This design comes from an exercise in tuning for small area and a short achievable clock period on the open sky130 flow, not from production work.
RTL that was checked went through simulation tests only; none was proved equivalent to the original.
Only the layout flow was run in runs 1 to 4; the RTL was not checked for function there.

## flow/run.sh

```bash
#!/bin/bash
# Standard layout, with the port buffers made of the smallest buffer cell.
export BUFFER_PORTS_ARGS="-buffer_cell sky130_fd_sc_hd__buf_1"

bash standard.sh > standard.log 2>&1
```

## standard.sh

```bash
#!/bin/bash
# synth_recipe.tcl (not shown) runs the flow's synth.tcl, then flattens the netlist and writes it again
# the make line also repeats each setting of config.mk as NAME=value (left out here)
make -C /OpenROAD-flow-scripts/flow DESIGN_CONFIG=/design/flow/config.mk WORK_HOME=/design/flow/orfs CLKGATE_MAP_FILE= SYNTH_SCRIPT=/design/flow/synth_recipe.tcl "${@:-finish}"
```

## config.mk

```make
export PLATFORM = sky130hd
export DESIGN_NAME = Cordic_Machine
export DESIGN_NICKNAME = Cordic_Machine
export VERILOG_FILES = /design/flow/design.v
export SDC_FILE = /design/flow/constraint.sdc
export NUM_CORES = 4
export LEC_CHECK = 0
export CAP_MARGIN = 20
export CORE_MARGIN = 2
export CORE_UTILIZATION = 40
export SETUP_SLACK_MARGIN = 1.0
export SLEW_MARGIN = 20
```

## constraint.sdc

```tcl
create_clock -name core_clock -period 6.0 [get_ports {clock_pulse}]
set_input_delay 1.2000 -clock core_clock [delete_from_list [all_inputs] [get_ports {clock_pulse}]]
set_output_delay 1.2000 -clock core_clock [all_outputs]
set_load 0.01 [all_outputs]
```

## design.v

```verilog
`timescale 1ns / 1ps
module Cordic_Machine(clock_pulse, reset, x_input, y_input, z_input, x_output, y_output, z_output, flag);
	input clock_pulse;
	input reset;  
	input signed [24:0] x_input;
	input signed [24:0] y_input;
	input signed [24:0] z_input;
	output signed [24:0] x_output;
	output signed [24:0] y_output;
	output signed [24:0] z_output;
	output flag;
	reg signed [24:0] x, y, z;
	reg [4:0] k;
	reg load;  
	reg [24:0] atan;
	always @(*) begin
		case (k)
			5'd0:  atan = 25'b000_0010000000000000000000;
			5'd1:  atan = 25'b000_0001001011100100000000;
			5'd2:  atan = 25'b000_0000100111111011001110;
			5'd3:  atan = 25'b000_0000010100010001000100;
			5'd4:  atan = 25'b000_0000001010001011000011;
			5'd5:  atan = 25'b000_0000000101000101110101;
			5'd6:  atan = 25'b000_0000000010100010111101;
			5'd7:  atan = 25'b000_0000000001010001011111;
			5'd8:  atan = 25'b000_0000000000101000101111;
			5'd9:  atan = 25'b000_0000000000010100010111;
			5'd10: atan = 25'b000_0000000000001010001011;
			5'd11: atan = 25'b000_0000000000000101000101;
			5'd12: atan = 25'b000_0000000000000010100010;
			5'd13: atan = 25'b000_0000000000000001010001;
			5'd14: atan = 25'b000_0000000000000000101000;
			5'd15: atan = 25'b000_0000000000000000010100;
			5'd16: atan = 25'b000_0000000000000000001010;
			5'd17: atan = 25'b000_0000000000000000000101;
			5'd18: atan = 25'b000_0000000000000000000010;
			5'd19: atan = 25'b000_0000000000000000000001;
			default: atan = 25'b0;
		endcase
	end
	wire neg = z[24];
	wire signed [25:0] xg = {x[24] & ~load, x};
	wire signed [25:0] yg = {y[24] & ~load, y};
	wire signed [25:0] xsh = xg >>> k;
	wire signed [25:0] ysh = yg >>> k;
	wire [24:0] xs = xsh[24:0];
	wire [24:0] ys = ysh[24:0];
	wire [24:0] xa = load ? x_input : x;
	wire [24:0] ya = load ? y_input : y;
	wire [24:0] za = load ? z_input : z;
	wire [24:0] xn, yn, zn;
	bk_add25 ax (.a(xa), .b(ys ^ {25{~neg}}), .ci(~neg), .s(xn));
	bk_add25 ay (.a(ya), .b(xs ^ {25{neg}}), .ci(neg), .s(yn));
	bk_add25 az (.a(za), .b(atan ^ {25{~neg}}), .ci(~neg), .s(zn));
	always @(posedge clock_pulse) begin
		if (reset) begin
			k <= 5'd31;
			load <= 1'b1;
		end else begin
			k <= (k == 5'd20) ? 5'd31 : k + 5'd1;
			load <= (k == 5'd20);
		end
		x <= xn;
		y <= yn;
		z <= zn;
	end
	assign flag = (k == 5'd20);
	assign x_output = x;
	assign y_output = y;
	assign z_output = z;
endmodule
module bk_add25(a, b, ci, s);
	input [24:0] a, b;
	input ci;
	output [24:0] s;
	wire [25:0] g0 = {a & b, ci};
	wire [25:0] p0 = {a ^ b, 1'b0};
	wire g_0_1 = g0[1] | (p0[1] & g0[0]);
	wire p_0_1 = p0[1] & p0[0];
	wire g_0_3 = g0[3] | (p0[3] & g0[2]);
	wire p_0_3 = p0[3] & p0[2];
	wire g_0_5 = g0[5] | (p0[5] & g0[4]);
	wire p_0_5 = p0[5] & p0[4];
	wire g_0_7 = g0[7] | (p0[7] & g0[6]);
	wire p_0_7 = p0[7] & p0[6];
	wire g_0_9 = g0[9] | (p0[9] & g0[8]);
	wire p_0_9 = p0[9] & p0[8];
	wire g_0_11 = g0[11] | (p0[11] & g0[10]);
	wire p_0_11 = p0[11] & p0[10];
	wire g_0_13 = g0[13] | (p0[13] & g0[12]);
	wire p_0_13 = p0[13] & p0[12];
	wire g_0_15 = g0[15] | (p0[15] & g0[14]);
	wire p_0_15 = p0[15] & p0[14];
	wire g_0_17 = g0[17] | (p0[17] & g0[16]);
	wire p_0_17 = p0[17] & p0[16];
	wire g_0_19 = g0[19] | (p0[19] & g0[18]);
	wire p_0_19 = p0[19] & p0[18];
	wire g_0_21 = g0[21] | (p0[21] & g0[20]);
	wire p_0_21 = p0[21] & p0[20];
	wire g_0_23 = g0[23] | (p0[23] & g0[22]);
	wire p_0_23 = p0[23] & p0[22];
	wire g_0_25 = g0[25] | (p0[25] & g0[24]);
	wire p_0_25 = p0[25] & p0[24];
	wire g_1_2 = g0[2] | (p0[2] & g_0_1);
	wire p_1_2 = p0[2] & p_0_1;
	wire g_1_3 = g_0_3 | (p_0_3 & g_0_1);
	wire p_1_3 = p_0_3 & p_0_1;
	wire g_1_6 = g0[6] | (p0[6] & g_0_5);
	wire p_1_6 = p0[6] & p_0_5;
	wire g_1_7 = g_0_7 | (p_0_7 & g_0_5);
	wire p_1_7 = p_0_7 & p_0_5;
	wire g_1_10 = g0[10] | (p0[10] & g_0_9);
	wire p_1_10 = p0[10] & p_0_9;
	wire g_1_11 = g_0_11 | (p_0_11 & g_0_9);
	wire p_1_11 = p_0_11 & p_0_9;
	wire g_1_14 = g0[14] | (p0[14] & g_0_13);
	wire p_1_14 = p0[14] & p_0_13;
	wire g_1_15 = g_0_15 | (p_0_15 & g_0_13);
	wire p_1_15 = p_0_15 & p_0_13;
	wire g_1_18 = g0[18] | (p0[18] & g_0_17);
	wire p_1_18 = p0[18] & p_0_17;
	wire g_1_19 = g_0_19 | (p_0_19 & g_0_17);
	wire p_1_19 = p_0_19 & p_0_17;
	wire g_1_22 = g0[22] | (p0[22] & g_0_21);
	wire p_1_22 = p0[22] & p_0_21;
	wire g_1_23 = g_0_23 | (p_0_23 & g_0_21);
	wire p_1_23 = p_0_23 & p_0_21;
	wire g_2_4 = g0[4] | (p0[4] & g_1_3);
	wire p_2_4 = p0[4] & p_1_3;
	wire g_2_5 = g_0_5 | (p_0_5 & g_1_3);
	wire p_2_5 = p_0_5 & p_1_3;
	wire g_2_6 = g_1_6 | (p_1_6 & g_1_3);
	wire p_2_6 = p_1_6 & p_1_3;
	wire g_2_7 = g_1_7 | (p_1_7 & g_1_3);
	wire p_2_7 = p_1_7 & p_1_3;
	wire g_2_12 = g0[12] | (p0[12] & g_1_11);
	wire p_2_12 = p0[12] & p_1_11;
	wire g_2_13 = g_0_13 | (p_0_13 & g_1_11);
	wire p_2_13 = p_0_13 & p_1_11;
	wire g_2_14 = g_1_14 | (p_1_14 & g_1_11);
	wire p_2_14 = p_1_14 & p_1_11;
	wire g_2_15 = g_1_15 | (p_1_15 & g_1_11);
	wire p_2_15 = p_1_15 & p_1_11;
	wire g_2_20 = g0[20] | (p0[20] & g_1_19);
	wire p_2_20 = p0[20] & p_1_19;
	wire g_2_21 = g_0_21 | (p_0_21 & g_1_19);
	wire p_2_21 = p_0_21 & p_1_19;
	wire g_2_22 = g_1_22 | (p_1_22 & g_1_19);
	wire p_2_22 = p_1_22 & p_1_19;
	wire g_2_23 = g_1_23 | (p_1_23 & g_1_19);
	wire p_2_23 = p_1_23 & p_1_19;
	wire g_3_8 = g0[8] | (p0[8] & g_2_7);
	wire p_3_8 = p0[8] & p_2_7;
	wire g_3_9 = g_0_9 | (p_0_9 & g_2_7);
	wire p_3_9 = p_0_9 & p_2_7;
	wire g_3_10 = g_1_10 | (p_1_10 & g_2_7);
	wire p_3_10 = p_1_10 & p_2_7;
	wire g_3_11 = g_1_11 | (p_1_11 & g_2_7);
	wire p_3_11 = p_1_11 & p_2_7;
	wire g_3_12 = g_2_12 | (p_2_12 & g_2_7);
	wire p_3_12 = p_2_12 & p_2_7;
	wire g_3_13 = g_2_13 | (p_2_13 & g_2_7);
	wire p_3_13 = p_2_13 & p_2_7;
	wire g_3_14 = g_2_14 | (p_2_14 & g_2_7);
	wire p_3_14 = p_2_14 & p_2_7;
	wire g_3_15 = g_2_15 | (p_2_15 & g_2_7);
	wire p_3_15 = p_2_15 & p_2_7;
	wire g_3_24 = g0[24] | (p0[24] & g_2_23);
	wire p_3_24 = p0[24] & p_2_23;
	wire g_3_25 = g_0_25 | (p_0_25 & g_2_23);
	wire p_3_25 = p_0_25 & p_2_23;
	wire g_4_16 = g0[16] | (p0[16] & g_3_15);
	wire p_4_16 = p0[16] & p_3_15;
	wire g_4_17 = g_0_17 | (p_0_17 & g_3_15);
	wire p_4_17 = p_0_17 & p_3_15;
	wire g_4_18 = g_1_18 | (p_1_18 & g_3_15);
	wire p_4_18 = p_1_18 & p_3_15;
	wire g_4_19 = g_1_19 | (p_1_19 & g_3_15);
	wire p_4_19 = p_1_19 & p_3_15;
	wire g_4_20 = g_2_20 | (p_2_20 & g_3_15);
	wire p_4_20 = p_2_20 & p_3_15;
	wire g_4_21 = g_2_21 | (p_2_21 & g_3_15);
	wire p_4_21 = p_2_21 & p_3_15;
	wire g_4_22 = g_2_22 | (p_2_22 & g_3_15);
	wire p_4_22 = p_2_22 & p_3_15;
	wire g_4_23 = g_2_23 | (p_2_23 & g_3_15);
	wire p_4_23 = p_2_23 & p_3_15;
	wire g_4_24 = g_3_24 | (p_3_24 & g_3_15);
	wire p_4_24 = p_3_24 & p_3_15;
	wire g_4_25 = g_3_25 | (p_3_25 & g_3_15);
	wire p_4_25 = p_3_25 & p_3_15;
	assign s = p0[25:1] ^ {g_4_24, g_4_23, g_4_22, g_4_21, g_4_20, g_4_19, g_4_18, g_4_17, g_4_16, g_3_15, g_3_14, g_3_13, g_3_12, g_3_11, g_3_10, g_3_9, g_3_8, g_2_7, g_2_6, g_2_5, g_2_4, g_1_3, g_1_2, g_0_1, g0[0]};
endmodule
```

==> results.txt, run 1 <==
Critical Path Slowest Stage Cell dfxtp_4; Post-DRT Antenna Nets 0; layout cells sized above 1 around an eighth; Initial Utilization around 40%; ys flop type dfxtp_1; Final Skew between 0.01 and 0.015 ns; most numerous cell in the Yosys netlist xnor2_1; worst-case reg-to-reg path depth 17; RSZ-0062 raised after global routing false; Synth Area per Inst between 8 and 9 sq um; vias 9371; Worst Hold Class flip-flop to flip-flop; Avg Vias per Cell 5.742; startpoint types flip-flop; I/O pins roughly 150; post-synthesis sequential element count 101; Netlist Area Pre-Place around 10000 sq um; Layout area overhead 11.86%; row count 58; largest net degree at the start of global routing 56; final core utilization between 40% and 50%; clock insertion delay at the later pin of the skew report ~0.37 ns; sum of buffers and inverters on the critical path 0; vias in the first global route 8721; clock sinks ~100; WP depth 17; synth top area cells dfxtp_1 (20%), ha_1 (9.5%), xnor2_1 (9.4%), mux2_2 (8.6%), mux4_2 (6.4%); all-layer global routing usage between 20% and 30%; die width 163.2 um; Detail Placement HPWL between 20000 and 25000 um; Slew HR around 29%; core box area between 20000 and 30000 sq um; IO buf count between 150 and 200; Final min period approximately 4.7 ns; first-pass GRT wire length between 40000 and 50000 um; sequential fraction of the synthesis area 19.96%; Worst setup EP type flip-flop; crit path max fanout 22; clock buffer count from CTS 9; Max Freq around 210 MHz; CP Class flip-flop to flip-flop; Worst-Margin Slew roughly 1.1 ns; Crit path top cell by count o21ai_0; Synth Instances 1181; share of flip-flops with an asynchronous set or reset 0%; synth cell count leaders xnor2_1 (109), dfxtp_1 (101), nand2_1 (101), a21oi_1 (95), nor2_1 (79); CTS clk-pin slew, worst paths ~0.080 ns; Final WS setup 1.300 ns; WL per Instance ~19 um; final hold vios 0; Nets 1463; antenna cells 0; Yosys warnings 1; reg2reg setup slack roughly 1.3 ns; WL final about 31000 um; number of distinct library cells after synthesis between 70 and 80; pre-CTS setup slack 0.9196 ns; initial antenna violation count 0; Max Root-Sink Buffers 2; crit path from k[1]; routability cong. roughly 0.95; Root Buffer clkbuf_16; Yosys top cell by area dfxtp_1; critical path arrival between 4 and 5 ns; syn_nets about 1300; Post-synth EDFFs 0; Worst EP required between 6 and 7 ns; status complete, no violations; Initial DRT Pass Iterations 6; Setup TNS Final 0 ns; Max Cap Violations 0; die footprint 26620 sq um; delay-heaviest family, CP compound AO/OA/AOI/OAI gates; final hold slack approximately 0.55 ns; Remaining Overflow, GRT 0; crit path to y[16]; crit share post-route between 70% and 80%; Setup Viol. Count Final 0; H-tree levels 3; final max-slew violation count 0; top-area cell type share of the netlist area between 15 and 20%; worst path cell trace mux2_2 > o21ai_0 > nor2_1 > a211oi_1 > a21oi_1 > o21ai_0 > xnor2_1 > ha_1 > a21oi_1 > o21ai_0 > o211ai_1 > o31ai_1 > o2111ai_2 > and2_1 > o21ai_0 > fa_1 > xor2_1; CTS tree yes; Max stage delay on crit path between 0.6 and 0.7 ns; R2R Path End y[16]; # DRC 0; die height about 160 um; RR Startpoint k[1]; Detailed Route Iter0 Violations about 1000; fill count about 2500
## worst register-to-register path: cells and delay by family, from the launching register on
kind / cells / cell delay (ns)
compound gates: 10 / 2.13
simple gates: 2 / 0.28
xor+xnor: 2 / 0.29
flops: 1 / 0.62
mux: 1 / 0.40
fa+ha+maj: 2 / 0.88
## cell families after synthesis
group | Yosys count | synth area share [%]
AO/OA/AOI/OAI | 302 | 19.18
adder cells (fa/ha/maj) | 89 | 11.88
flip-flops | 101 | 19.96
XOR/XNOR | 129 | 11.15
buffers and inverters | 111 | 4.347
multiplexers | 154 | 19.91
AND/OR/NAND/NOR | 295 | 13.58
## metrics by stage
step / area, sq um / cells
detailed placement: 10980 / 1615
global placement: 10980 / 1615
global route: 11330 / 1632
finish: 11330 / 1632
floorplan: 10130 / 1181
CTS: 11300 / 1631
## how the worst min path moves through the flow
stage / from / end / slack (ns) / cells past startpoint
2_1_floorplan: atan[0] / z[0] / 0.49 / 1
3_3_place_gp: atan[0] / z[0] / 0.54 / 1
3_5_place_dp: atan[0] / z[0] / 0.51 / 1
4_1_cts: atan[0] / z[0] / 0.55 / 1
5_1_grt: atan[0] / z[0] / 0.59 / 1
6_report: atan[0] / z[0] / 0.55 / 1
## layout by cell type (no fill, tap or decap), types with 9 or more instances in the layout
cell	netlist	routed
a211oi_1	12	12
a21o_1	15	15
a21oi_1	95	95
a31oi_1	11	11
and2_1	9	9
buf_1	11	152
buf_4	2	15
clkbuf_16	0	9
dfxtp_1	101	96
fa_1	12	12
ha_1	77	77
inv_1	43	43
mux2_2	77	77
mux2i_1	47	47
mux4_2	29	29
nand2_1	101	101
nand2b_1	14	14
nand3_1	22	22
nand4_1	12	12
nor2_1	79	79
nor2b_1	10	10
nor3_1	16	16
o211ai_1	11	11
o21ai_0	65	65
o21bai_1	9	9
xnor2_1	109	109
xor2_1	20	20
## routing by layer
layer | track usage, % | wire (um) | vias to the layer above
met4 | 4.063 | 361 | 0
met2 | 36.38 | 13830 | 402
met5 | 0 | 0 | -
met3 | 3.352 | 2341 | 31
li1 | - | - | 4550
met1 | 34.14 | 14650 | 4388
## area by class of cell
class	count	area, sq um	area share, %
clock buffer	9	225.2	1.987
sequential	101	2036	17.96
multi-input combinational	969	7670	67.67
timing repair buffer	169	721.9	6.370
inverter	47	176.4	1.557
tap	330	412.9	3.643
clock inverter	7	91.34	0.8059
## sequential cells by signal (all words and copies together), names as in the netlist
signal	count
x	25
y	25
k	5
atan	20
load	1
z	25
## repair_timing
action	CTS	global route
resized for setup	1	3
pin swaps	0	0
hold buffers	0	0
buffers inserted	0	1
setup endpoints to repair	4	5
cloned	0	0
==> run 2: changes to the inputs <==
--- a/design.v
+++ b/design.v
@@ -12,32 +12,28 @@
 	reg signed [24:0] x, y, z;
 	reg [4:0] k;
 	reg load;  
-	reg [24:0] atan;
-	always @(*) begin
-		case (k)
-			5'd0:  atan = 25'b000_0010000000000000000000;
-			5'd1:  atan = 25'b000_0001001011100100000000;
-			5'd2:  atan = 25'b000_0000100111111011001110;
-			5'd3:  atan = 25'b000_0000010100010001000100;
-			5'd4:  atan = 25'b000_0000001010001011000011;
-			5'd5:  atan = 25'b000_0000000101000101110101;
-			5'd6:  atan = 25'b000_0000000010100010111101;
-			5'd7:  atan = 25'b000_0000000001010001011111;
-			5'd8:  atan = 25'b000_0000000000101000101111;
-			5'd9:  atan = 25'b000_0000000000010100010111;
-			5'd10: atan = 25'b000_0000000000001010001011;
-			5'd11: atan = 25'b000_0000000000000101000101;
-			5'd12: atan = 25'b000_0000000000000010100010;
-			5'd13: atan = 25'b000_0000000000000001010001;
-			5'd14: atan = 25'b000_0000000000000000101000;
-			5'd15: atan = 25'b000_0000000000000000010100;
-			5'd16: atan = 25'b000_0000000000000000001010;
-			5'd17: atan = 25'b000_0000000000000000000101;
-			5'd18: atan = 25'b000_0000000000000000000010;
-			5'd19: atan = 25'b000_0000000000000000000001;
-			default: atan = 25'b0;
-		endcase
-	end
+	wire [24:0] atan =
+		(k == 5'd0) ? 25'b000_0010000000000000000000 :
+		(k == 5'd1) ? 25'b000_0001001011100100000000 :
+		(k == 5'd2) ? 25'b000_0000100111111011001110 :
+		(k == 5'd3) ? 25'b000_0000010100010001000100 :
+		(k == 5'd4) ? 25'b000_0000001010001011000011 :
+		(k == 5'd5) ? 25'b000_0000000101000101110101 :
+		(k == 5'd6) ? 25'b000_0000000010100010111101 :
+		(k == 5'd7) ? 25'b000_0000000001010001011111 :
+		(k == 5'd8) ? 25'b000_0000000000101000101111 :
+		(k == 5'd9) ? 25'b000_0000000000010100010111 :
+		(k == 5'd10) ? 25'b000_0000000000001010001011 :
+		(k == 5'd11) ? 25'b000_0000000000000101000101 :
+		(k == 5'd12) ? 25'b000_0000000000000010100010 :
+		(k == 5'd13) ? 25'b000_0000000000000001010001 :
+		(k == 5'd14) ? 25'b000_0000000000000000101000 :
+		(k == 5'd15) ? 25'b000_0000000000000000010100 :
+		(k == 5'd16) ? 25'b000_0000000000000000001010 :
+		(k == 5'd17) ? 25'b000_0000000000000000000101 :
+		(k == 5'd18) ? 25'b000_0000000000000000000010 :
+		(k == 5'd19) ? 25'b000_0000000000000000000001 :
+		25'b0;
 	wire neg = z[24];
 	wire signed [25:0] xg = {x[24] & ~load, x};
 	wire signed [25:0] yg = {y[24] & ~load, y};
==> run 2 against run 1 <==
  * Global-route usage shrank 0.42 points
  * Via count shrank 3.0%
  * Non-clock buffer count grew 11
  * Final cell count grew 0.18%
  * Sequential share of layout area shrank 2.8 points
  * Still clean
  * Clock-buffer cell count is the same
  * Setup slack lost 0.093 ns
  * Wire length shrank 8.3%
  * Sequential cell count shrank 20
==> results.txt, run 2 <==
status complete, no violations; Max Freq 208.6 MHz (-1.9%); Post-DRT Antenna Nets 0 (unchanged); layout cells sized above 1 12.39% (+0.097 points); WHS Endpoint k[0]; Hold Startpoint k[0]; vias in the first global route 8388 (-3.8%); WL final 28580 um (-8.3%); crit share post-route 79.89% (+1.6 points); Worst-Margin Slew 0.7282 ns (-0.3299 ns); Post-synth EDFFs 0 (unchanged); Yosys top cell by area dfxtp_1; top-area cell type share of the netlist area 17.03% (-2.9 points); most numerous cell in the Yosys netlist nand2_1; first-pass GRT wire length 44700 um (-7.7%); Root Buffer clkbuf_16; Final WS setup 1.207 ns (-0.09316 ns); synth cell count leaders nand2_1 (108), xnor2_1 (107), a21oi_1 (99), o21ai_0 (86), nor2_1 (83); delay-heaviest family, CP compound AO/OA/AOI/OAI gates; share of flip-flops with an asynchronous set or reset 0% (unchanged); clock insertion delay at the later pin of the skew report 0.36 ns (about the same); Initial Utilization 40.68% (+0.21 points); die footprint 25050 sq um (-5.9%); I/O pins 153 (unchanged); Detailed Route Iter0 Violations 745 (-27%); Synth Area per Inst 7.966 sq um (-7.2%); commonest non-fill, non-tap cell in the layout buf_1; commonest non-fill, non-tap cells in the layout buf_1 (152), nand2_1 (108), xnor2_1 (106); Final Skew 0.006694 ns (-0.004051 ns); pre-CTS setup slack 0.7920 ns (-0.1277 ns); startpoint types flip-flop; Largest regs x x25, y x25, z x25; clock buffer count from CTS 9 (unchanged); sequential fraction of the synthesis area 17.03% (-2.9 points); Max Cap Violations 0 (unchanged); worst-case reg-to-reg path depth 22 (+5); Setup TNS Final 0 ns (unchanged); antenna cells 0 (unchanged); # DRC 0 (unchanged); row count 56 (-3.4%); Max stage delay on crit path 0.39 ns (-0.23 ns); core box area 23400 sq um (-6.5%); post-synthesis sequential element count 81 (-20%); Slew HR 51.45% (+22 points); WL per Instance 17.48 um (-8.5%); Detail Placement HPWL 22050 um (-9.1%); Netlist Area Pre-Place 9519 sq um (-6.1%); initial antenna violation count 0 (unchanged); Nets 1473 (+0.68%); reg2reg setup slack 1.21 ns (-0.09 ns); routability cong. 0.9618 (+1.6%); vias 9090 (-3.0%); critical path arrival 5.10 ns (+0.15 ns); IO buf count 152 (unchanged); final hold vios 0 (unchanged); die width 158.3 um (-3.0%); R2R Path End x[15]; Yosys warnings 1 (unchanged); synth top area cells dfxtp_1 (17%), xnor2_1 (9.8%), ha_1 (9.7%), mux2_2 (8.8%), mux2i_1 (7.4%); die height 158.3 um (-3.0%); sum of buffers and inverters on the critical path 2 (+2); Worst setup EP type flip-flop; WP depth 22 (+5); ys flop type dfxtp_1; number of distinct library cells after synthesis 71 (-5.3%); fin cells 1635 (+0.18%); Hold Buf Count CTS 0 (unchanged); final max-slew violation count 0 (unchanged); CP Class flip-flop to flip-flop; CTS tree yes; Synth Instances 1195 (+1.2%); worst path cell trace buf_12 > or2_4 > o21ai_0 > a21oi_2 > nand2_1 > o21ai_1 > o211ai_1 > o21ai_0 > xnor2_1 > ha_1 > a21o_1 > a2111oi_2 > o21ai_1 > nand2_1 > mux2i_1 > a21bo_2 > and2_1 > o31a_1 > o21ai_0 > nor2b_2 > fa_1 > inv_1; all-layer global routing usage 22.81% (-0.42 points); Setup Viol. Count Final 0 (unchanged); Remaining Overflow, GRT 0 (unchanged); Initial DRT Pass Iterations 6 (unchanged); Final min period 4.793 ns (+0.09316 ns); RSZ-0062 raised after global routing true; Avg Vias per Cell 5.560 (-3.2%); CTS clk-pin slew, worst paths 0.07 ns (about the same); Worst EP required 6.31 ns (+0.06 ns); hold path cells 2 (+1); Layout area overhead 13.18%; Inst Count DP 1613 (-0.12%); Max Root-Sink Buffers 2 (unchanged); Worst Hold Class flip-flop to flip-flop; Crit path top cell by count o21ai_0; crit path max fanout 49 (+120%); clock sinks 81 (-20%); largest net degree at the start of global routing 59 (+5.4%); H-tree levels 3 (unchanged); RR Startpoint k[0]; Critical Path Slowest Stage Cell fa_1; syn_nets 1357 (+0.74%)
==> run 2: cell count changes after synthesis, sizes merged, moves of 5 or more <==
| cell | previous run | this run |
|---|---|---|
| o31a | 2 | 7 |
| a21o | 15 | 21 |
| clkbuf | 43 | 51 |
| o211ai | 11 | 5 |
| o21ai | 68 | 91 |
| nand2 | 101 | 108 |
| and2 | 10 | 15 |
| nand3 | 22 | 14 |
| mux4 | 30 | 11 |
| dfxtp | 101 | 81 |
| mux2i | 47 | 70 |
| nor2b | 11 | 17 |
| inv | 44 | 52 |
| a21oi | 95 | 101 |
==> run 2: cell type report <==
class | instances | area (sq um)
sequential | 81 | 1635
clock inverter | 7 | 52.55
multi-input combinational | 986 | 7451
inverter | 53 | 202.7
timing repair buffer | 180 | 808.3
tap | 319 | 399.1
fill | 2417 | 12630
clock buffer | 9 | 225.2
==> run 2: worst max path at each step <==
stage	startpoint	end
after global routing	k[0]	x[15]
after global placement	k[1]	z[19]
after CTS	k[0]	x[15]
after floorplan	k[1]	x[15]
after detailed placement	k[0]	x[15]
final	k[0]	x[15]
==> run 2: metrics by stage <==
stage	hold slack, ns	utilization (%)	instance area, sq um
2_1_floorplan	0.6299	-	9522
3_3_place_gp	0.6716	44.25	10360
3_5_place_dp	0.6567	44.25	10360
4_1_cts	0.6732	45.61	10670
5_1_grt	0.6874	46.04	10770
6_report	0.6563	46.04	10770
==> run 2: what timing repair did <==
action	4_1_cts	5_1_grt
resized for setup	12	17
pin swaps	1	2
buffers inserted	0	6
endpoints found under the setup margin	9	22
==> run 2: kinds of logic after synthesis <==
kind of cell	share of synthesized area, %
AND/OR/NAND/NOR	15.09
XOR/XNOR	11.59
adder cells (fa/ha/maj)	12.04
multiplexers	19.03
flip-flops	17.03
AO/OA/AOI/OAI	19.90
buffers and inverters	5.310
==> run 2: worst reg2reg max path: stages, from the launching register on <==
cell       delay [ns]
dfxtp_1          0.36
buf_12           0.19
or2_4            0.36
o21ai_0          0.24
a21oi_2          0.09
nand2_1          0.08
o21ai_1          0.12
o211ai_1         0.19
o21ai_0          0.12
xnor2_1          0.25
ha_1             0.31
a21o_1           0.21
a2111oi_2        0.32
o21ai_1          0.16
nand2_1          0.11
mux2i_1          0.13
a21bo_2          0.25
and2_1           0.16
o31a_1           0.31
o21ai_0          0.15
nor2b_2          0.19
fa_1             0.39
inv_1            0.06
==> run 2: routing by layer <==
layer | vias up | global-route usage, % | wire length [um]
li1 | 4480 | - | -
met1 | 4174 | 32.12 | 13340
met2 | 389 | 35.49 | 12330
met3 | 47 | 4.219 | 2172
met4 | 0 | 6.735 | 749
met5 | - | 0 | 0
==> run 3: changes to the inputs <==
--- a/design.v
+++ b/design.v
@@ -11,6 +11,8 @@
 	output flag;
 	reg signed [24:0] x, y, z;
 	reg [4:0] k;
+	reg [4:0] kx, kyn;
+	wire [4:0] ky = ~kyn;
 	reg load;  
 	wire [24:0] atan =
 		(k == 5'd0) ? 25'b000_0010000000000000000000 :
@@ -35,25 +37,31 @@
 		(k == 5'd19) ? 25'b000_0000000000000000000001 :
 		25'b0;
 	wire neg = z[24];
-	wire signed [25:0] xg = {x[24] & ~load, x};
-	wire signed [25:0] yg = {y[24] & ~load, y};
-	wire signed [25:0] xsh = xg >>> k;
-	wire signed [25:0] ysh = yg >>> k;
-	wire [24:0] xs = xsh[24:0];
-	wire [24:0] ys = ysh[24:0];
+	wire [24:0] mx = {25{neg}};    
+	wire [24:0] my = {25{~neg}};   
+	wire [24:0] xi = x ^ mx;
+	wire [24:0] yi = y ^ my;
+	wire fx = mx[0] ^ (x[24] & ~load);
+	wire fy = my[0] ^ (y[24] & ~load);
+	wire signed [25:0] xsh = $signed({fx, xi}) >>> kx;
+	wire signed [25:0] ysh = $signed({fy, yi}) >>> ky;
 	wire [24:0] xa = load ? x_input : x;
 	wire [24:0] ya = load ? y_input : y;
 	wire [24:0] za = load ? z_input : z;
 	wire [24:0] xn, yn, zn;
-	bk_add25 ax (.a(xa), .b(ys ^ {25{~neg}}), .ci(~neg), .s(xn));
-	bk_add25 ay (.a(ya), .b(xs ^ {25{neg}}), .ci(neg), .s(yn));
+	bk_add25 ax (.a(xa), .b(ysh[24:0]), .ci(~neg), .s(xn));
+	bk_add25 ay (.a(ya), .b(xsh[24:0]), .ci(neg), .s(yn));
 	bk_add25 az (.a(za), .b(atan ^ {25{~neg}}), .ci(~neg), .s(zn));
 	always @(posedge clock_pulse) begin
 		if (reset) begin
 			k <= 5'd31;
+			kx <= 5'd31;
+			kyn <= 5'd0;
 			load <= 1'b1;
 		end else begin
 			k <= (k == 5'd20) ? 5'd31 : k + 5'd1;
+			kx <= (kx == 5'd20) ? 5'd31 : kx + 5'd1;
+			kyn <= (kyn == 5'd11) ? 5'd0 : kyn - 5'd1;
 			load <= (k == 5'd20);
 		end
 		x <= xn;
==> run 3 against run 2 <==
  * Setup slack better by 0.17 ns
  * Still clean on timing, DRC and antenna
  * Critical path type unchanged
  * Critical path depth is 5 lower
  * Clock-buffer cell count is 1 higher
  * Synthesized cell count is 2.3% lower
  * Worst hold slack worse by 0.22 ns
  * Sequential share of layout area is 1.5 points higher
  * Wire length is 1.5% higher
==> results.txt, run 3 <==
Final min period 4.626 ns (-0.1676 ns); RSZ-0062 raised after global routing false; antenna cells 0 (unchanged); Nets 1445 (-1.9%); number of distinct library cells after synthesis 70 (-1.4%); Avg Vias per Cell 5.619 (+1.1%); share of flip-flops with an asynchronous set or reset 0% (unchanged); Max Freq 216.2 MHz (+3.6%); Largest regs x x25, y x25, z x25; post-CTS setup buffer count 0 (unchanged); crit path max fanout 34 (-31%); CTS clk-pin slew, worst paths 0.07 ns (about the same); die height 160.9 um (+1.7%); Max Cap Violations 0 (unchanged); Slew HR 34.41% (-17 points); WL final 29020 um (+1.5%); synth cell count leaders xnor2_1 (118), nand2_1 (105), a21oi_1 (95), dfxtp_1 (91), ha_1 (78); initial antenna violation count 0 (unchanged); clock insertion delay at the later pin of the skew report 0.37 ns (about the same); Final WS setup 1.374 ns (+0.1676 ns); critical path arrival 4.92 ns (-0.18 ns); Inst Count DP 1590 (-1.4%); CP Class flip-flop to flip-flop; Worst Hold Class flip-flop to flip-flop; commonest non-fill, non-tap cell in the layout buf_1; Worst setup EP type flip-flop; final max-slew violation count 0 (unchanged); post-synthesis sequential element count 91 (+12%); Setup Viol. Count Final 0 (unchanged); pre-CTS setup slack 1.190 ns (+0.3977 ns); core box area 24250 sq um (+3.6%); Post-DRT Antenna Nets 0 (unchanged); Netlist Area Pre-Place 9847 sq um (+3.4%); final core utilization 45.33% (-0.71 points); final hold vios 0 (unchanged); vias in the first global route 8583 (+2.3%); Initial Utilization 40.61% (-0.067 points); worst-case reg-to-reg path depth 17 (-23%); Max Root-Sink Buffers 2 (unchanged); WL per Instance 18.07 um (+3.3%); layout cells sized above 1 11.70% (-0.69 points); crit share post-route 77.10% (-2.8 points); Worst-Margin Slew 0.9826 ns (+0.2543 ns); Setup TNS Final 0 ns (unchanged); CTS tree yes; die width 160.9 um (+1.7%); Layout area overhead 11.61%; Yosys warnings 1 (unchanged); Yosys top cell by area dfxtp_1; routability cong. 0.9455 (-1.7%); I/O pins 153 (unchanged); final hold slack 0.4382 ns (-0.2181 ns); Synth Instances 1167 (-2.3%); ys flop type dfxtp_1; crit path from z[24]; Detailed Route Iter0 Violations 706 (-5.2%); row count 57 (+1.8%); fill count 2516 (+4.1%); clock buffer count from CTS 9 (unchanged); die footprint 25890 sq um (+3.4%); Initial DRT Pass Iterations 8 (+2); Root Buffer clkbuf_16; all-layer global routing usage 22.27% (-0.54 points); Final Instance Area 10990 sq um (+2.0%); startpoint types flip-flop; most numerous cell in the Yosys netlist xnor2_1; Final Skew 0.01852 ns (+0.01182 ns); commonest non-fill, non-tap cells in the layout buf_1 (152), xnor2_1 (118), nand2_1 (105); Cell Area, Placed 10680 sq um (+3.1%); H-tree levels 3 (unchanged); reg2reg setup slack 1.37 ns (+0.17 ns); sequential fraction of the synthesis area 18.50% (+1.5 points); Worst EP required 6.29 ns (-0.02 ns); vias 9024 (-0.73%); IO buf count 152 (unchanged); first-pass GRT wire length 45910 um (+2.7%); Synth Area per Inst 8.438 sq um (+5.9%); synth top area cells dfxtp_1 (19%), xnor2_1 (10%), ha_1 (9.9%), mux2_2 (7.9%), mux4_2 (6.6%); Remaining Overflow, GRT 0 (unchanged); R2R Path End y[24]; # DRC 0 (unchanged); status complete, no violations; crit path to y[24]; Post-synth EDFFs 0 (unchanged); syn_nets 1335 (-1.6%); fin cells 1606 (-1.8%); Detail Placement HPWL 22900 um (+3.9%); top-area cell type share of the netlist area 18.50% (+1.5 points); largest net degree at the start of global routing 36 (-39%); clock sinks 91 (+12%); RR Startpoint z[24]
==> run 3: cell count changes in the layout (fill, tap and decap cells not counted), sizes merged, moves of 12 or more <==
cell,previous run,this run
a211oi,14,27
a21o,21,33
mux2i,70,48
mux4,11,29
o21ai,91,63
==> run 3: area by class of cell <==
| type | count | area (sq um) | area share, % |
|---|---|---|---|
| multi-input cells | 956 | 7557 | 68.76 |
| flip-flops and latches | 91 | 1834 | 16.69 |
| repair buffers | 169 | 701.9 | 6.387 |
| well taps | 324 | 405.4 | 3.689 |
| clock buffers | 10 | 239.0 | 2.174 |
| inverters | 50 | 187.7 | 1.708 |
| clock inverters | 6 | 65.06 | 0.5920 |
==> run 3: metal layers <==
metal	GRT usage, %	wire length (um)
met1	28.84	12690
met5	0	0
met3	3.512	1538
met2	38.37	14140
met4	6.372	646
==> run 3: what timing repair did <==
action | 4_1_cts | 5_1_grt
setup endpoints to repair | 0 | 6
gates resized for setup | 0 | 4
hold buffers | 0 | 0
==> run 3: critical path, cell delays in order, from the launching register on <==
cell      delay (ns)
dfxtp_4         0.62
buf_4           0.57
xnor2_1         0.20
nand2_1         0.10
a21oi_1         0.07
a21oi_1         0.14
nor2_1          0.05
a211oi_1        0.26
a21oi_1         0.14
ha_1            0.37
o21ai_0         0.11
o21a_1          0.22
o311ai_1        0.54
nand3_1         0.19
a21oi_1         0.27
nor3_1          0.11
o41ai_1         0.41
xnor2_1         0.16
==> run 3: worst min-delay path by stage <==
| stage | slack (ns) | endpoint | cells after the start | start |
|---|---|---|---|---|
| after global routing | 0.48 | k[0] | 1 | k[0] |
| after global placement | 0.42 | k[0] | 1 | k[0] |
| final | 0.44 | k[0] | 1 | k[0] |
| after detailed placement | 0.43 | k[0] | 1 | k[0] |
| after CTS | 0.44 | k[0] | 1 | k[0] |
| after floorplan | 0.40 | k[0] | 1 | k[0] |
==> run 3: logic make-up after synthesis <==
logic type / count (synthesis) / synth area share [%]
AOI/OAI and AO/OA: 294 / 18.77
xor gates and xnor gates: 146 / 12.99
adders and majority gates: 91 / 12.55
buffers and inverters: 120 / 4.752
DFF: 91 / 18.50
muxes: 146 / 19.40
and+or+nand+nor: 279 / 13.04
==> run 4: changes to the inputs <==
--- a/config.mk
+++ b/config.mk
@@ -8,5 +8,5 @@
 export CAP_MARGIN = 20
 export CORE_MARGIN = 2
 export CORE_UTILIZATION = 40
-export SETUP_SLACK_MARGIN = 1.0
+export SETUP_SLACK_MARGIN = 1.5
 export SLEW_MARGIN = 20
==> run 4 against run 3 <==
  * Largest cell class unchanged
  * First-iteration DRC count down 1.4%
  * Maximum frequency up 8.6%
  * Critical endpoint is now x[16]
  * Sequential share of layout area down 0.20 points
  * Core utilization up 0.61 points
  * Still clean on timing, DRC and antenna
==> results.txt, run 4 <==
Post-synth EDFFs 0 (unchanged); Setup TNS Final 0 ns (unchanged); Nets 1449 (+0.28%); I/O pins 153 (unchanged); Worst Hold Class flip-flop to flip-flop; routability cong. 0.9455 (unchanged); Worst EP required 6.26 ns (-0.03 ns); top-area cell type share of the netlist area 18.50% (unchanged); clock insertion delay at the later pin of the skew report 0.37 ns (about the same); die width 160.9 um (unchanged); final hold vios 0 (unchanged); ys flop type dfxtp_1; most numerous cell in the Yosys netlist xnor2_1; Largest regs x x25, y x25, z x25; initial antenna violation count 0 (unchanged); CP Class flip-flop to flip-flop; delay-heaviest family, CP multiplexers; critical path arrival 4.52 ns (-0.40 ns); core box area 24250 sq um (unchanged); synth top area cells dfxtp_1 (19%), xnor2_1 (10%), ha_1 (9.9%), mux2_2 (7.9%), mux4_2 (6.6%); layout cells sized above 1 13.22% (+1.5 points); Worst setup EP type flip-flop; Final Instance Area 11140 sq um (+1.4%); commonest non-fill, non-tap cell in the layout buf_1; sum of buffers and inverters on the critical path 0 (-1); Avg Vias per Cell 5.620 (about the same); Synth Area per Inst 8.438 sq um (unchanged); all-layer global routing usage 22.28% (about the same); Yosys top cell by area dfxtp_1; Setup Viol. Count Final 0 (unchanged); Netlist Area Pre-Place 9847 sq um (unchanged); fill count 2502 (-0.56%); Detailed Route Iter0 Violations 696 (-1.4%); vias in the first global route 8601 (+0.21%); Final Skew 0.01832 ns (-0.0001951 ns); final core utilization 45.94% (+0.61 points); final max-slew violation count 0 (unchanged); Post-DRT Antenna Nets 0 (unchanged); worst path cell trace mux4_2 > xnor2_1 > mux4_2 > nand2_1 > o21ai_0 > ha_1 > a21o_1 > a21oi_1 > nor3b_1 > a21oi_1 > a31o_2 > fa_1 > xor2_1; Max Freq 234.8 MHz (+8.6%); Layout area overhead 13.13%; CTS clk-pin slew, worst paths 0.08 ns (about the same); Remaining Overflow, GRT 0 (unchanged); die footprint 25890 sq um (unchanged); first-pass GRT wire length 45930 um (about the same); startpoint types flip-flop; WL per Instance 18.27 um (+1.1%); vias 9048 (+0.27%); RSZ-0062 raised after global routing false; Cell Area, Placed 10680 sq um (unchanged); H-tree levels 3 (unchanged); post-synthesis sequential element count 91 (unchanged); syn_nets 1335 (unchanged); # DRC 0 (unchanged); Max Cap Violations 0 (unchanged); Max stage delay on crit path 0.56 ns (-0.06 ns); Slew HR 32.85% (-1.6 points); sequential fraction of the synthesis area 18.50% (unchanged); CTS tree yes; fin cells 1610 (+0.25%); Detail Placement HPWL 22900 um (unchanged); Inst Count DP 1590 (unchanged); Initial Utilization 40.61% (unchanged); synth cell count leaders xnor2_1 (118), nand2_1 (105), a21oi_1 (95), dfxtp_1 (91), ha_1 (78); commonest non-fill, non-tap cells in the layout buf_1 (152), xnor2_1 (115), nand2_1 (105); number of distinct library cells after synthesis 70 (unchanged); Synth Instances 1167 (unchanged); WL final 29410 um (+1.3%); crit share post-route 70.99% (-6.1 points); status complete, no violations; IO buf count 152 (unchanged); Worst-Margin Slew 1.006 ns (+0.02332 ns); row count 57 (unchanged); Critical Path Slowest Stage Cell dfxtp_4; clock buffer count from CTS 9 (unchanged); crit path max fanout 19 (-44%); Root Buffer clkbuf_16; antenna cells 0 (unchanged); Max Root-Sink Buffers 2 (unchanged); die height 160.9 um (unchanged); clock sinks 91 (unchanged); Yosys warnings 1 (unchanged); largest net degree at the start of global routing 36 (unchanged); share of flip-flops with an asynchronous set or reset 0% (unchanged); Initial DRT Pass Iterations 5 (-3); Final min period 4.260 ns (-0.3661 ns)
-- run 4: path summary, 6_finish.rpt --
check / cells past startpoint / start / slack [ns] / end
hold / removal: 1 / k[0] / 0.44 / k[0]
hold reg to reg: 1 / k[0] / 0.44 / k[0]
setup reg to reg: 13 / kyn[0] / 1.74 / x[16]
setup / recovery: 13 / kyn[0] / 1.74 / x[16]
-- run 4: per-stage QoR --
stage | setup slack, ns | hold slack [ns]
floorplan | 1.679 | 0.4035
global placement | 1.268 | 0.4229
detailed placement | 1.190 | 0.4279
CTS | 1.509 | 0.4442
global route | 1.511 | 0.4798
finish | 1.740 | 0.4404
-- run 4: area by class of cell --
type | count | area [sq um] | share of cell area [%]
Multi-Input combinational cell | 956 | 7636 | 68.55
Sequential cell | 91 | 1837 | 16.49
Timing Repair Buffer | 173 | 765.7 | 6.874
Tap cell | 324 | 405.4 | 3.639
Clock buffer | 10 | 239.0 | 2.145
Inverter | 50 | 191.4 | 1.719
Clock inverter | 6 | 65.06 | 0.5841
-- run 4: kinds of logic (layout without fill, tap and decap cells) --
kind of cell	count (synthesis)	count (layout)	synth area share, %
fa+ha+maj	91	91	12.55
flops	91	91	18.50
xor+xnor	146	146	12.99
mux	146	146	19.40
simple gates	279	279	13.04
buf+inv	120	239	4.752
compound gates	294	294	18.77
-- run 4: worst register-to-register path: cells and delay by family, from the launching register on --
kind	cells	cell delay, ns
AO/OA/AOI/OAI	5	1.00
multiplexers	2	1.06
adder cells (fa/ha/maj)	2	0.80
AND/OR/NAND/NOR	2	0.37
XOR/XNOR	2	0.39
flip-flops	1	0.56
-- run 4: repair_timing --
| action | in CTS | in global routing |
|---|---|---|
| setup buffers | 0 | 4 |
| gates resized for setup | 6 | 20 |
| endpoints found under the setup margin | 12 | 32 |
| pin swaps | 0 | 1 |
| hold buffers | 0 | 0 |
-- run 4: layer usage --
metal	vias to the layer above	GRT usage [%]	part of all wire, %
li1	4417	-	-
met1	4292	28.92	43
met2	299	38.43	49
met3	40	3.357	5.4
met4	0	6.331	2.2
met5	-	0	0
==> run 5: changes to the inputs <==
--- a/design.v
+++ b/design.v
@@ -43,8 +43,10 @@
 	wire [24:0] yi = y ^ my;
 	wire fx = mx[0] ^ (x[24] & ~load);
 	wire fy = my[0] ^ (y[24] & ~load);
-	wire signed [25:0] xsh = $signed({fx, xi}) >>> kx;
-	wire signed [25:0] ysh = $signed({fy, yi}) >>> ky;
+	wire signed [25:0] xe = {fx, xi};
+	wire signed [25:0] ye = {fy, yi};
+	wire signed [25:0] xsh = xe >>> kx;
+	wire signed [25:0] ysh = ye >>> ky;
 	wire [24:0] xa = load ? x_input : x;
 	wire [24:0] ya = load ? y_input : y;
 	wire [24:0] za = load ? z_input : z;
--- a/config.mk
+++ b/config.mk
@@ -8,5 +8,5 @@
 export CAP_MARGIN = 20
 export CORE_MARGIN = 2
 export CORE_UTILIZATION = 40
-export SETUP_SLACK_MARGIN = 1.5
+export SETUP_SLACK_MARGIN = 2.0
 export SLEW_MARGIN = 20
==> run 5 against run 4 <==
  * Still clean on timing, DRC and antenna
  * Non-clock buffer count grew 52
  * Synthesized cell count is the same
  * Maximum frequency grew 8.0%
  * Highest routed layer unchanged
==> results.txt, run 5 <==
status complete, no violations; I/O pins 153 (unchanged); crit path from k[0]; Nets 1501 (+3.6%); synth cell count leaders xnor2_1 (118), nand2_1 (105), a21oi_1 (95), dfxtp_1 (91), ha_1 (78); die footprint 25890 sq um (unchanged); clock sinks 91 (unchanged); routability cong. 0.9075 (-4.0%); WL final 31060 um (+5.6%); synth top area cells dfxtp_1 (19%), xnor2_1 (10%), ha_1 (9.9%), mux2_2 (7.9%), mux4_2 (6.6%); Yosys warnings 1 (unchanged); final hold vios 0 (unchanged); RR Startpoint k[0]; Remaining Overflow, GRT 0 (unchanged); clock insertion delay at the later pin of the skew report 0.36 ns (about the same); Worst setup EP type flip-flop; number of distinct library cells after synthesis 70 (unchanged); Slew HR 52.68% (+20 points); Netlist Area Pre-Place 9847 sq um (unchanged); Max Cap Violations 0 (unchanged); Largest regs x x25, y x25, z x25; vias in the first global route 9007 (+4.7%); sequential fraction of the synthesis area 18.50% (unchanged); die width 160.9 um (unchanged); Initial DRT Pass Iterations 6 (+1); worst path cell trace ha_4 > and3_4 > ha_4 > or4b_4 > o22ai_2 > a221oi_2 > o211ai_1 > nand2_1 > xnor2_2 > ha_2 > a21o_1 > nand2b_4 > a211o_4 > and3b_4 > or3_4 > a21oi_2 > xnor2_1; most numerous cell in the Yosys netlist xnor2_1; crit path to z[17]; RSZ-0062 raised after global routing true; top-area cell type share of the netlist area 18.50% (unchanged); delay-heaviest family, CP simple AND/OR/NAND/NOR gates; Layout area overhead 23.80%; layout cells sized above 1 23.17% (+9.9 points); syn_nets 1335 (unchanged); Worst-Margin Slew 0.7089 ns (-0.2970 ns); Worst EP required 6.28 ns (+0.02 ns); all-layer global routing usage 23.08% (+0.81 points); Initial Utilization 40.61% (unchanged); Synth Instances 1167 (unchanged); Inst Count DP 1587 (-0.19%); first-pass GRT wire length 48030 um (+4.6%); reg2reg setup slack 2.06 ns (+0.32 ns); core box area 24250 sq um (unchanged); share of flip-flops with an asynchronous set or reset 0% (unchanged); FF/Latch Area 1863 sq um (+1.4%); post-synthesis sequential element count 91 (unchanged); Crit path top cell by count ha_4; crit path max fanout 5 (-14); # DRC 0 (unchanged); CTS tree yes; CP Class flip-flop to flip-flop; startpoint types flip-flop; commonest non-fill, non-tap cell in the layout buf_1; Max Root-Sink Buffers 2 (unchanged); Max stage delay on crit path 0.55 ns (about the same); Detail Placement HPWL 23080 um (+0.78%); Hold Buf Count CTS 0 (unchanged); largest net degree at the start of global routing 57 (+58%); Hold Startpoint k[0]; H-tree levels 3 (unchanged); WL per Instance 18.69 um (+2.3%); antenna cells 0 (unchanged); Setup Viol. Count Final 0 (unchanged); crit share post-route 65.74% (-5.3 points); Final Skew 0.01030 ns (-0.008018 ns); Detailed Route Iter0 Violations 721 (+3.6%); Avg Vias per Cell 5.706 (+1.5%); vias 9483 (+4.8%); IO buf count 152 (unchanged); sum of buffers and inverters on the critical path 0 (unchanged); Root Buffer clkbuf_16; CTS clk-pin slew, worst paths 0.08 ns (about the same); fin cells 1662 (+3.2%); Final min period 3.944 ns (-0.3154 ns); fill count 2373 (-5.2%); row count 57 (unchanged); Post-synth EDFFs 0 (unchanged); Setup TNS Final 0 ns (unchanged); critical path arrival 4.23 ns (-0.29 ns); Critical Path Slowest Stage Cell or4b_4; worst-case reg-to-reg path depth 17 (+4); clock buffer count from CTS 9 (unchanged); commonest non-fill, non-tap cells in the layout buf_1 (152), nand2_1 (104), xnor2_1 (100); Multi-input gate area 8165 sq um (+6.9%); WP depth 17 (+4); die height 160.9 um (unchanged); Yosys top cell by area dfxtp_1; Worst Hold Class flip-flop to flip-flop; R2R Path End z[17]; initial antenna violation count 0 (unchanged); ys flop type dfxtp_1; Post-DRT Antenna Nets 0 (unchanged); Synth Area per Inst 8.438 sq um (unchanged); final max-slew violation count 0 (unchanged); Max Freq 253.5 MHz (+8.0%)
## run 5: cell types whose count changed in the layout (fill, tap and decap cells not counted), moves of 13 or more
cell,previous run,this run
xnor2_1,115,100
xnor2_2,3,16
buf_4,13,59
a21oi_1,95,79
a21oi_2,1,15
## run 5: kinds of logic (layout without fill, tap and decap cells)
family / Yosys count / in the layout / share of synthesized area [%]
compound gates: 294 / 294 / 18.77
xor+xnor: 146 / 146 / 12.99
fa+ha+maj: 91 / 91 / 12.55
buf+inv: 120 / 291 / 4.752
flops: 91 / 91 / 18.50
mux: 146 / 146 / 19.40
simple gates: 279 / 279 / 13.04
## run 5: routing by layer
metal | vias up | routed length [um] | track usage [%]
li1 | 4529 | - | -
met1 | 4500 | 12800 | 29.17
met2 | 384 | 15330 | 40.54
met3 | 70 | 1896 | 3.512
met4 | 0 | 1037 | 7.062
met5 | - | 0 | 0
## run 5: layout make-up
| class | count | share of cell area (%) |
|---|---|---|
| multi-input cells | 956 | 66.98 |
| flip-flops and latches | 91 | 15.28 |
| repair buffers | 225 | 10.37 |
| well taps | 324 | 3.325 |
| clock buffers | 9 | 1.847 |
| inverters | 50 | 1.724 |
| clock inverters | 7 | 0.4721 |
## run 5: how the worst min path moves through the flow
stage / cells past startpoint / end
after floorplan: 1 / k[0]
after global placement: 1 / k[0]
after detailed placement: 1 / k[0]
after CTS: 1 / k[0]
after global routing: 1 / k[0]
final: 1 / k[0]
## run 5: repair_timing
action | CTS | global route
pin swaps | 5 | 36
setup buffers | 12 | 45
setup endpoints to repair | 51 | 44
gates cloned | 0 | 2
gates resized for setup | 59 | 102
## run 5: per-stage QoR
| stage | area (sq um) | setup WS [ns] | utilization [%] | hold WS, ns |
|---|---|---|---|---|
| 2_1_floorplan | 9869 | 1.953 | - | 0.4035 |
| 3_3_place_gp | 10660 | 1.232 | 43.98 | 0.4217 |
| 3_5_place_dp | 10660 | 1.254 | 43.98 | 0.4288 |
| 4_1_cts | 11320 | 1.980 | 46.67 | 0.4524 |
| 5_1_grt | 12190 | 1.944 | 50.27 | 0.4689 |
| 6_report | 12190 | 2.056 | 50.27 | 0.4494 |
==> run 6: changes to the inputs <==
--- a/config.mk
+++ b/config.mk
@@ -8,5 +8,6 @@
 export CAP_MARGIN = 20
 export CORE_MARGIN = 2
 export CORE_UTILIZATION = 40
-export SETUP_SLACK_MARGIN = 2.0
+export CTS_BUF_LIST = sky130_fd_sc_hd__clkbuf_4 sky130_fd_sc_hd__clkbuf_8
+export SETUP_SLACK_MARGIN = 1.75
 export SLEW_MARGIN = 20
==> run 6 against run 5 <==
  * Via count down 4.1%
  * Wire length fell by 3.1%
  * Critical path depth unchanged
  * Clock-buffer cell count is the same
  * First-iteration DRC count is 20% lower
  * Sequential cell count unchanged
  * Sequential share of layout area grew 0.98 points
  * Largest cell class unchanged
  * Synthesized cell count unchanged
  * Final cell count is 2.3% lower
==> results.txt, run 6 <==
Setup TNS Final 0 ns (unchanged); Root Buffer clkbuf_8; die width 160.9 um (unchanged); Adder-Cell Fraction of Synth Area 12.55% (unchanged); synth cell count leaders xnor2_1 (118), nand2_1 (105), a21oi_1 (95), dfxtp_1 (91), ha_1 (78); top-area cell type share of the netlist area 18.50% (unchanged); final max-slew violation count 0 (unchanged); commonest non-fill, non-tap cells in the layout buf_1 (152), xnor2_1 (112), nand2_1 (105); most numerous cell in the Yosys netlist xnor2_1; largest net degree at the start of global routing 35 (-39%); post-synthesis sequential element count 91 (unchanged); Detail Placement HPWL 23220 um (+0.63%); clock sinks 91 (unchanged); WL final 30090 um (-3.1%); initial antenna violation count 1 (+1); Synth Area in XOR/XNOR 12.99% (unchanged); vias 9096 (-4.1%); critical path arrival 4.44 ns (+0.21 ns); CTS clk-pin slew, worst paths 0.10 ns (+0.02 ns); clock insertion delay at the later pin of the skew report 0.40 ns (+0.04 ns); Initial DRT Pass Iterations 5 (-1); Worst EP required 6.32 ns (+0.04 ns); I/O pins 153 (unchanged); Final min period 4.116 ns (+0.1716 ns); Post-DRT Antenna Nets 0 (unchanged); Detailed Route Iter0 Violations 575 (-20%); Worst Hold Class flip-flop to flip-flop; mux contribution to synthesized area 19.40% (unchanged); die height 160.9 um (unchanged); Setup Viol. Count Final 0 (unchanged); Remaining Overflow, GRT 0 (unchanged); all-layer global routing usage 22.71% (-0.37 points); CP Class flip-flop to flip-flop; H-tree levels 3 (unchanged); commonest non-fill, non-tap cell in the layout buf_1; crit share post-route 68.60% (+2.9 points); routability cong. 0.9212 (+1.5%); Max Cap Violations 0 (unchanged); Yosys warnings 1 (unchanged); die footprint 25890 sq um (unchanged); first-pass GRT wire length 46700 um (-2.8%); crit path max fanout 12 (+7); Netlist Area Pre-Place 9847 sq um (unchanged); Synth Instances 1167 (unchanged); compound-cell area share of the yosys netlist 18.77% (unchanged); WL per Instance 18.53 um (-0.87%); CTS tree yes; Hold Buf Count CTS 0 (unchanged); status complete, no violations; Layout area overhead 15.31%; # DRC 0 (unchanged); Avg Vias per Cell 5.601 (-1.8%); post-synthesis simple-gate area fraction 13.04% (unchanged); fin cells 1624 (-2.3%); startpoint types flip-flop; clock buffer count from CTS 9 (unchanged); Nets 1464 (-2.5%); vias in the first global route 8692 (-3.5%); final hold vios 0 (unchanged); Largest regs x x25, y x25, z x25; ys flop type dfxtp_1; Yosys top cell by area dfxtp_1; Synth Area per Inst 8.438 sq um (unchanged); Post-synth EDFFs 0 (unchanged); Worst-Margin Slew 0.7734 ns (+0.06449 ns); number of distinct library cells after synthesis 70 (unchanged); syn_nets 1335 (unchanged); row count 57 (unchanged); Max Root-Sink Buffers 2 (unchanged); RSZ-0062 raised after global routing true; Slew HR 48.37% (-4.3 points); sequential fraction of the synthesis area 18.50% (unchanged); Final Skew 0.01878 ns (+0.008476 ns); Initial Utilization 40.61% (unchanged); Worst setup EP type flip-flop; antenna cells 0 (unchanged); largest family of logic cells by synthesized area multiplexers; Inst Count DP 1587 (unchanged); Max Freq 243.0 MHz (-4.2%); share of flip-flops with an asynchronous set or reset 0% (unchanged); core box area 24250 sq um (unchanged); IO buf count 152 (unchanged); synth top area cells dfxtp_1 (19%), xnor2_1 (10%), ha_1 (9.9%), mux2_2 (7.9%), mux4_2 (6.6%); layout cells sized above 1 16.23% (-6.9 points)
-- run 6: cell counts after synthesis --
No cell type changed its count.
-- run 6: timing repair --
| item | CTS | global route |
|---|---|---|
| resized for setup | 28 | 40 |
| gates cloned | 0 | 1 |
| endpoints found under the hold margin | 0 | 0 |
| buffers inserted | 10 | 11 |
| pin swaps | 0 | 8 |
| endpoints found under the setup margin | 45 | 34 |
-- run 6: critical path, cell delays in order (launching register included) --
cell and delay [ns]:
dfxtp_2 0.37, ha_4 0.22, and3_1 0.18, ha_1 0.23, or4b_4 0.53, o22ai_1 0.18, a221oi_1 0.10, o211ai_1 0.18
nand2_1 0.13, xnor2_2 0.17, ha_1 0.22, a21o_1 0.18, nand2b_1 0.18, a211o_4 0.33, and3b_4 0.22, or3_4 0.35
a21oi_2 0.16, xnor2_1 0.13
-- run 6: logic make-up after synthesis --
family	Yosys count
fa+ha+maj	91
simple gates	279
mux	146
buf+inv	120
compound gates	294
flops	91
xor+xnor	146
-- run 6: area by class of cell --
| type | instances | area, sq um |
|---|---|---|
| clock buffer | 9 | 123.9 |
| multi-input combinational | 956 | 7780 |
| sequential | 91 | 1847 |
| clock inverter | 6 | 90.09 |
| timing repair buffer | 188 | 908.4 |
| inverter | 50 | 200.2 |
| fill | 2445 | 12890 |
| tap | 324 | 405.4 |
-- run 6: final timing paths --
path	slack, ns	end	depth (start not counted)	start
min	0.46	k[0]	1	k[0]
min reg2reg	0.46	k[0]	1	k[0]
max reg2reg	1.88	z[17]	17	k[0]
max	1.88	z[17]	17	k[0]
-- run 6: stage by stage --
stage | setup WS (ns) | cell area (sq um) | util, % | hold slack, ns
6_report | 1.884 | 11350 | 46.83 | 0.4624
5_1_grt | 1.675 | 11350 | 46.83 | 0.4792
4_1_cts | 1.752 | 11050 | 45.59 | 0.4516
3_5_place_dp | 1.143 | 10660 | 43.95 | 0.4281
3_3_place_gp | 1.237 | 10660 | 43.95 | 0.4125
2_1_floorplan | 1.727 | 9851 | - | 0.4035
-- run 6: layer usage --
| layer | share of wire (%) | GRT usage (%) | up-vias |
|---|---|---|---|
| met5 | 0.043 | 0 | - |
| met4 | 2.8 | 7.265 | 2 |
| met3 | 5.0 | 3.383 | 57 |
| li1 | - | - | 4448 |
| met1 | 43 | 28.82 | 4300 |
| met2 | 49 | 39.60 | 289 |
==> run 7: changes to the inputs <==
--- a/config.mk
+++ b/config.mk
@@ -7,7 +7,7 @@
 export LEC_CHECK = 0
 export CAP_MARGIN = 20
 export CORE_MARGIN = 2
-export CORE_UTILIZATION = 40
+export CORE_UTILIZATION = 60
 export CTS_BUF_LIST = sky130_fd_sc_hd__clkbuf_4 sky130_fd_sc_hd__clkbuf_8
 export SETUP_SLACK_MARGIN = 1.75
 export SLEW_MARGIN = 20
==> run 7 against run 6 <==
  * Still clean on timing, DRC and antenna
  * Via count is 1.8% higher
  * Maximum frequency about the same
  * Core utilization rose by 23 points
  * Die area decreased by 33%
  * Clock-buffer cell count grew 1
  * Sequential cell count is the same
  * Worst hold slack worse by 0.011 ns
  * Synthesized cell count is the same
  * Critical path type unchanged
==> results.txt, run 7 <==
largest net degree at the start of global routing 35 (unchanged); worst-case reg-to-reg path depth 17 (unchanged); final max-slew violation count 0 (unchanged); crit path to z[17]; startpoint types flip-flop; all-layer global routing usage 31.37% (+8.7 points); Critical Path Slowest Stage Cell or4b_4; Max stage delay on crit path 0.51 ns (-0.02 ns); crit path max fanout 12 (unchanged); antenna cells 0 (unchanged); R2R Path End z[17]; Largest regs x x25, y x25, z x25; Nets 1470 (+0.41%); RR Startpoint k[0]; worst path cell trace ha_4 > and3_1 > ha_2 > or4b_4 > o22ai_1 > a221oi_1 > o211ai_1 > nand2_1 > xnor2_2 > ha_1 > a21o_1 > nand2b_1 > a211o_1 > and3b_4 > or3_4 > a21oi_2 > xnor2_1; Max Root-Sink Buffers 2 (unchanged); vias 9256 (+1.8%); row count 46 (-19%); fill count 1399 (-43%); Initial Utilization 61.76% (+21 points); Synth Area per Inst 8.438 sq um (unchanged); Slew HR 37.57% (-11 points); WL per Instance 18.52 um (about the same); Post-synth EDFFs 0 (unchanged); vias in the first global route 8578 (-1.3%); Worst-Margin Slew 0.9352 ns (+0.1618 ns); first-pass GRT wire length 43800 um (-6.2%); Yosys top cell by area dfxtp_1; reg2reg setup slack 1.89 ns (about the same); Setup Viol. Count Final 0 (unchanged); clock sinks 91 (unchanged); Worst setup EP type flip-flop; # DRC 0 (unchanged); die height 132.1 um (-18%); FF/Latch Area 1849 sq um (+0.14%); ys flop type dfxtp_1; share of flip-flops with an asynchronous set or reset 0% (unchanged); number of distinct library cells after synthesis 70 (unchanged); Met3 Routed Length 1961 um (+29%); RSZ-0062 raised after global routing true; final core utilization 70.20% (+23 points); final hold slack 0.4516 ns (-0.01083 ns); core box area 15940 sq um (-34%); Hold Buf Count CTS 0 (unchanged); clock insertion delay at the later pin of the skew report 0.39 ns (about the same); Worst Hold Class flip-flop to flip-flop; initial antenna violation count 0 (-1); clock buffer count from CTS 9 (unchanged); Synth Instances 1167 (unchanged); Root Buffer clkbuf_8; final hold vios 0 (unchanged); Multi-input gate area 7749 sq um (-0.40%); met2 wire length 13490 um (-8.1%); CTS tree yes; Cell Area, Placed 10510 sq um (-1.3%); IO buf count 152 (unchanged); CTS clk-pin slew, worst paths 0.10 ns (about the same); Avg Vias per Cell 6.077 (+8.5%); top-area cell type share of the netlist area 18.50% (unchanged); most numerous cell in the Yosys netlist xnor2_1; Post-DRT Antenna Nets 0 (unchanged); post-synthesis sequential element count 91 (unchanged); status complete, no violations; sequential fraction of the synthesis area 18.50% (unchanged); crit path from k[0]; Detail Placement HPWL 21280 um (-8.3%); H-tree levels 3 (unchanged); Post-Route M1 WL 11610 um (-11%)
## run 7: cell counts after synthesis
Identical to the previous run, type by type.
## run 7: stage by stage
| step | worst slack, ns | instances |
|---|---|---|
| after detailed placement | 1.211 | 1478 |
| after global routing | 1.688 | 1523 |
| after CTS | 1.713 | 1501 |
| after global placement | 1.346 | 1478 |
| final | 1.885 | 1523 |
| after floorplan | 1.727 | 1167 |
## run 7: kinds of logic (layout without fill, tap and decap cells)
group,Yosys count,after routing,synth area share [%]
adders and majority gates,91,91,12.55
AOI/OAI and AO/OA,294,294,18.77
buffers and inverters,120,260,4.752
muxes,146,146,19.40
xor gates and xnor gates,146,146,12.99
DFF,91,91,18.50
and+or+nand+nor,279,279,13.04
## run 7: area by class of cell
cell class,count,area share (%)
Inverter,50,1.811
Timing Repair Buffer,194,8.373
Multi-Input combinational cell,956,69.23
Clock buffer,10,1.230
Clock inverter,6,0.4136
Sequential cell,91,16.52
Tap cell,216,2.415
## run 7: metal layers
layer	global-route usage [%]	up-vias
met5	0	-
met4	13.04	0
met3	5.998	75
met2	53.30	385
met1	39.01	4336
li1	-	4460
## run 7: critical path: cells and delay by family (launching register included)
kind,cells,cell delay (ns)
AND/OR/NAND/NOR,6,1.57
flip-flops,1,0.37
AO/OA/AOI/OAI,6,1.20
XOR/XNOR,2,0.30
adder cells (fa/ha/maj),3,0.63
## run 7: how the worst min path moves through the flow
stage / end / depth (start not counted) / startpoint
after global placement: k[0] / 1 / k[0]
after floorplan: k[0] / 1 / k[0]
after detailed placement: k[0] / 1 / k[0]
final: k[0] / 1 / k[0]
after CTS: k[0] / 1 / k[0]
after global routing: k[0] / 1 / k[0]
## run 7: repair_timing
action                                  CTS  global route
hold endpoints to repair                  0             0
setup buffers                             7            22
endpoints found under the setup margin   42            37
pin swaps                                 1             3
resized for setup                        15            49

## port drivers added, routing unchanged
No port has a modelled driver above. Below, the same layouts with a new extraction and two added sets of constraints.
Step 1 (the two cells are an assumption about what drives the block):
set clk [get_ports {clock_pulse}]
set_driving_cell -lib_cell sky130_fd_sc_hd__clkbuf_16 $clk
set_driving_cell -lib_cell sky130_fd_sc_hd__buf_2 [delete_from_list [all_inputs] $clk]
Step 2 times the ports against the registers' clock, not the clock port: input delays grow and output delays shrink by t, the midpoint of the rising clock arrivals with the driver on.
Slacks: ideal / step 1 / step 2; pairs: ideal / step 1.
| run | t, ns | setup WS [ns] | worst hold slack (ns) | clock arrival spread, ns | cell pins on the clock port's net |
|---|---|---|---|---|---|
| run 1 | 0.410 | 1.300 / 1.300 / 1.300 | 0.551 / 0.551 / 0.551 | 0.011 / 0.011 | 1 |
| run 2 | 0.401 | 1.207 / 1.207 / 1.207 | 0.656 / 0.656 / 0.656 | 0.007 / 0.007 | 1 |
| run 3 | 0.410 | 1.374 / 1.374 / 1.374 | 0.438 / 0.438 / 0.438 | 0.018 / 0.019 | 1 |
| run 4 | 0.408 | 1.740 / 1.740 / 1.740 | 0.440 / 0.440 / 0.440 | 0.019 / 0.018 | 1 |
| run 5 | 0.399 | 2.056 / 2.056 / 2.056 | 0.449 / 0.449 / 0.449 | 0.011 / 0.012 | 1 |
| run 6 | 0.429 | 1.884 / 1.884 / 1.884 | 0.462 / 0.462 / 0.462 | 0.019 / 0.019 | 1 |
| run 7 | 0.429 | 1.885 / 1.885 / 1.885 | 0.452 / 0.452 / 0.452 | 0.011 / 0.011 | 1 |
After both steps setup and hold are still met in every run listed.
